From an optimization exercise on the open Yosys and OpenROAD flow, aimed at small area; shortcuts taken in it are not production practice.
In this exercise RTL edits were held to simulation tests only and were not proved equivalent to the original.
No activity file was given, so power comes from the tool's default toggle rates. The flow treats the clock pin as an ideal source, which a real chip does not have.

// LedMatrix
module LedMatrix (
  output     [34:0]   io_col,
  output     [5:0]    io_row,
  input               bus_write,
  input      [6:0]    bus_address,
  input      [31:0]   bus_writeData,
  input               clk,
  input               reset
);
For scale: roughly 4400 cells after synthesis, ~1400 flip-flops, ~83 I/O pins, about 0.047 sq mm of cells after synthesis.
export LEC_CHECK = 0
export CAP_MARGIN = 20
export CORE_MARGIN = 2
export CORE_UTILIZATION = 75
export CTS_BUF_LIST = sky130_fd_sc_hd__clkbuf_16
export CTS_CLUSTER_DIAMETER = 80
export CTS_CLUSTER_SIZE = 30
export SLEW_MARGIN = 20
create_clock -name core_clock -period 10.0 [get_ports {clk}]
standard.sh (not shown) runs the stock make flow with config.mk's settings and CLKGATE_MAP_FILE= SYNTH_SCRIPT=/design/flow/synth_recipe.tcl, a recipe that flattens the netlist after the stock synthesis.
==> flow/flow/run.sh <==
#!/bin/bash
# Own flow: the standard layout (standard.sh) with three changes:
#  - synthesis runs flow/synth.tcl, which maps the logic with ABC's &nf area mapper
#    (flow/area.abc); registers are mapped before ABC, exactly as in the standard synthesis;
#  - ports are buffered with sky130_fd_sc_hd__buf_1;
#  - clock tree synthesis runs without dummy loads.
set -euo pipefail
W=$(pwd)
F=$W/flow
export MY_ABC_SCRIPT=$F/area.abc
sed "s#SYNTH_SCRIPT=[^ ]*#SYNTH_SCRIPT=$F/synth.tcl#" standard.sh > "$W/own_standard.sh"
grep -q "SYNTH_SCRIPT=$F/synth.tcl" "$W/own_standard.sh"
CTS="-sink_clustering_enable -repair_clock_nets -sink_clustering_size 30 -sink_clustering_max_diameter 80 -buf_list sky130_fd_sc_hd__clkbuf_16 -dont_use_dummy_load"
bash "$W/own_standard.sh" "CTS_ARGS=$CTS" "BUFFER_PORTS_ARGS=-buffer_cell sky130_fd_sc_hd__buf_1" finish > "$W/flow_make.log" 2>&1
==> flow/flow/area.abc <==
strash
&get -n
&st
&dch -f
&nf -p -a -R 1000
&put
==> flow/flow/synth.tcl <==
# The standard synthesis (synth_recipe.tcl), except that the final technology mapping
# runs ABC with the script named by MY_ABC_SCRIPT instead of ORFS's. Registers are mapped
# before ABC runs, so their names and cells are the standard synthesis's.
proc synth {args} { yosys synth -nofsm -noshare {*}$args }
proc abc {args} {
  set i [lsearch -exact $args -script]
  if {$i >= 0} { set args [lreplace $args $i [expr {$i + 1}] -script $::env(MY_ABC_SCRIPT)] }
  yosys abc {*}$args
}
source $::env(SCRIPTS_DIR)/synth.tcl
# left out here: clear keep_hierarchy, flatten, clean up, hide names made inside functions, write 1_2_yosys.v
The first run finished clean.
==> next run, changes <==
==> flow/flow/run.sh (replaced) <==
#!/bin/bash
# Own flow: the standard layout (standard.sh), with synthesis run by flow/synth.tcl,
# which maps the logic with ABC's &nf area mapper (flow/area.abc).
set -euo pipefail
W=$(pwd)
F=$W/flow
export MY_ABC_SCRIPT=$F/area.abc
sed "s#SYNTH_SCRIPT=[^ ]*#SYNTH_SCRIPT=$F/synth.tcl#" standard.sh > "$W/own_standard.sh"
grep -q "SYNTH_SCRIPT=$F/synth.tcl" "$W/own_standard.sh"
bash "$W/own_standard.sh" finish > "$W/flow_make.log" 2>&1
- CORE_UTILIZATION: 75 -> 40
What happened:
- The changed run passed the timing, DRC and antenna checks
- clock skew hardly moves
- core utilization came out lower by 37 points
- via count falls by 5.5%
- cell area is higher by 3.3%
- area after synthesis does not change
- hold slack stays flat
- sequential power is about the same
- final cell count rises by 13%
- count of clock-buffer cells in the layout goes up by 5
- power went up by 2.6%
==> next run, changes <==
- CTS_BUF_LIST: sky130_fd_sc_hd__clkbuf_16 -> sky130_fd_sc_hd__clkbuf_8
- CTS_CLUSTER_DIAMETER: 80 -> 60
- CTS_CLUSTER_SIZE: 30 -> 18
Final cell count came out higher slightly.
Cell area grows slightly.
Total power went up by a few percent.
Sequential share of layout area is lower by 0.75 points.
Critical path depth is unchanged.
Hold slack is about the same.
Via count came out higher slightly.
Synthesized area is unchanged.
Sequential power hardly moves.

========
== main ==
LedMatrix again, from the RTL that the note above started with.
clock: 10.0 ns
lec_check: 0
cap_margin: 5
core_margin: 2
core_utilization: 75
cts_buf_list: sky130_fd_sc_hd__clkbuf_16
cts_cluster_diameter: 80
cts_cluster_size: 30
slew_margin: 5
==> flow/flow/run.sh <==
#!/bin/bash
# Own flow: the standard layout (standard.sh) with three changes:
#  - synthesis runs flow/synth.tcl, which maps the logic with ABC's &nf area mapper
#    (flow/area.abc); registers are mapped before ABC, exactly as in the standard synthesis;
#  - ports are buffered with sky130_fd_sc_hd__buf_1;
#  - clock tree synthesis runs without dummy loads.
set -euo pipefail
W=$(pwd)
F=$W/flow
export MY_ABC_SCRIPT=$F/area.abc
sed "s#SYNTH_SCRIPT=[^ ]*#SYNTH_SCRIPT=$F/synth.tcl#" standard.sh > "$W/own_standard.sh"
grep -q "SYNTH_SCRIPT=$F/synth.tcl" "$W/own_standard.sh"
CTS="-sink_clustering_enable -repair_clock_nets -sink_clustering_size 30 -sink_clustering_max_diameter 80 -buf_list sky130_fd_sc_hd__clkbuf_16 -dont_use_dummy_load"
bash "$W/own_standard.sh" "CTS_ARGS=$CTS" "BUFFER_PORTS_ARGS=-buffer_cell sky130_fd_sc_hd__buf_1" finish > "$W/flow_make.log" 2>&1
Scripts as last shown in full above: flow/flow/area.abc, flow/flow/synth.tcl
main did not stop at any stage, and its layout met the timing, DRC and antenna checks.
The inputs of the feature branch differ from those of main as listed below.
==> flow/config.mk <==
export PLATFORM = sky130hd
export DESIGN_NAME = LedMatrix
export DESIGN_NICKNAME = LedMatrix
export VERILOG_FILES = /design/flow/design.v
export SDC_FILE = /design/flow/constraint.sdc
export NUM_CORES = 4
export LEC_CHECK = 0
export CAP_MARGIN = 20
export CORE_MARGIN = 2
export CORE_UTILIZATION = 60
export CTS_BUF_LIST = sky130_fd_sc_hd__clkbuf_16
export CTS_CLUSTER_DIAMETER = 80
export CTS_CLUSTER_SIZE = 30
export SLEW_MARGIN = 20
Results
Diff main -> the feature branch: synthesis-to-finish area growth saw an increase; length of the first detailed-routing pass in iterations saw a decrease; die area saw an increase.
The final reports for the feature branch and main show CTS buffer count higher in the former.
Largest net degree at the start of global routing of the feature branch falls short of that of main by a little under 10%.
The core of the feature branch is less densely filled than that of main.
Compared with main, in the feature branch adder and majority gate portion of the synthesized area barely changed, final instance area climbed 430 um^2.
The feature branch vs main: total met3 wirelength after detailed routing down by more than 10%
The feature branch ended up with a lower worst setup slack than main did.
Lower top fanout value on the critical path among the feature branch and main: main

re-timing with driven ports:
The flow's constraints put no driver on any port. The routed layouts listed below were extracted and timed again, unchanged, in two steps.
Step 1 (the two cells are an assumption about what drives the block):
set clk [get_ports {clk}]
set_driving_cell -lib_cell sky130_fd_sc_hd__clkbuf_16 $clk
set_driving_cell -lib_cell sky130_fd_sc_hd__buf_2 [delete_from_list [all_inputs] $clk]
Step 2, shift: input delay + t, output delay - t, t = (earliest + latest rising clock arrival at the registers) / 2. This alone moves slack from input paths to output paths.
Slacks: ideal / step 1 / step 2; pairs: ideal / step 1.
run	t, ns	setup WS [ns]	clock arrival spread, ns
the first run of note 1	0.724	1.991 / 1.926 / 2.650	0.044 / 0.044
the second run of note 1	0.770	1.294 / 1.227 / 1.997	0.047 / 0.046
the third run of note 1	0.891	1.184 / 1.117 / 2.009	0.071 / 0.071
main	0.728	2.031 / 1.961 / 2.689	0.031 / 0.031
the feature branch	0.738	1.827 / 1.758 / 2.496	0.057 / 0.058
After both steps every run listed still meets setup and hold.
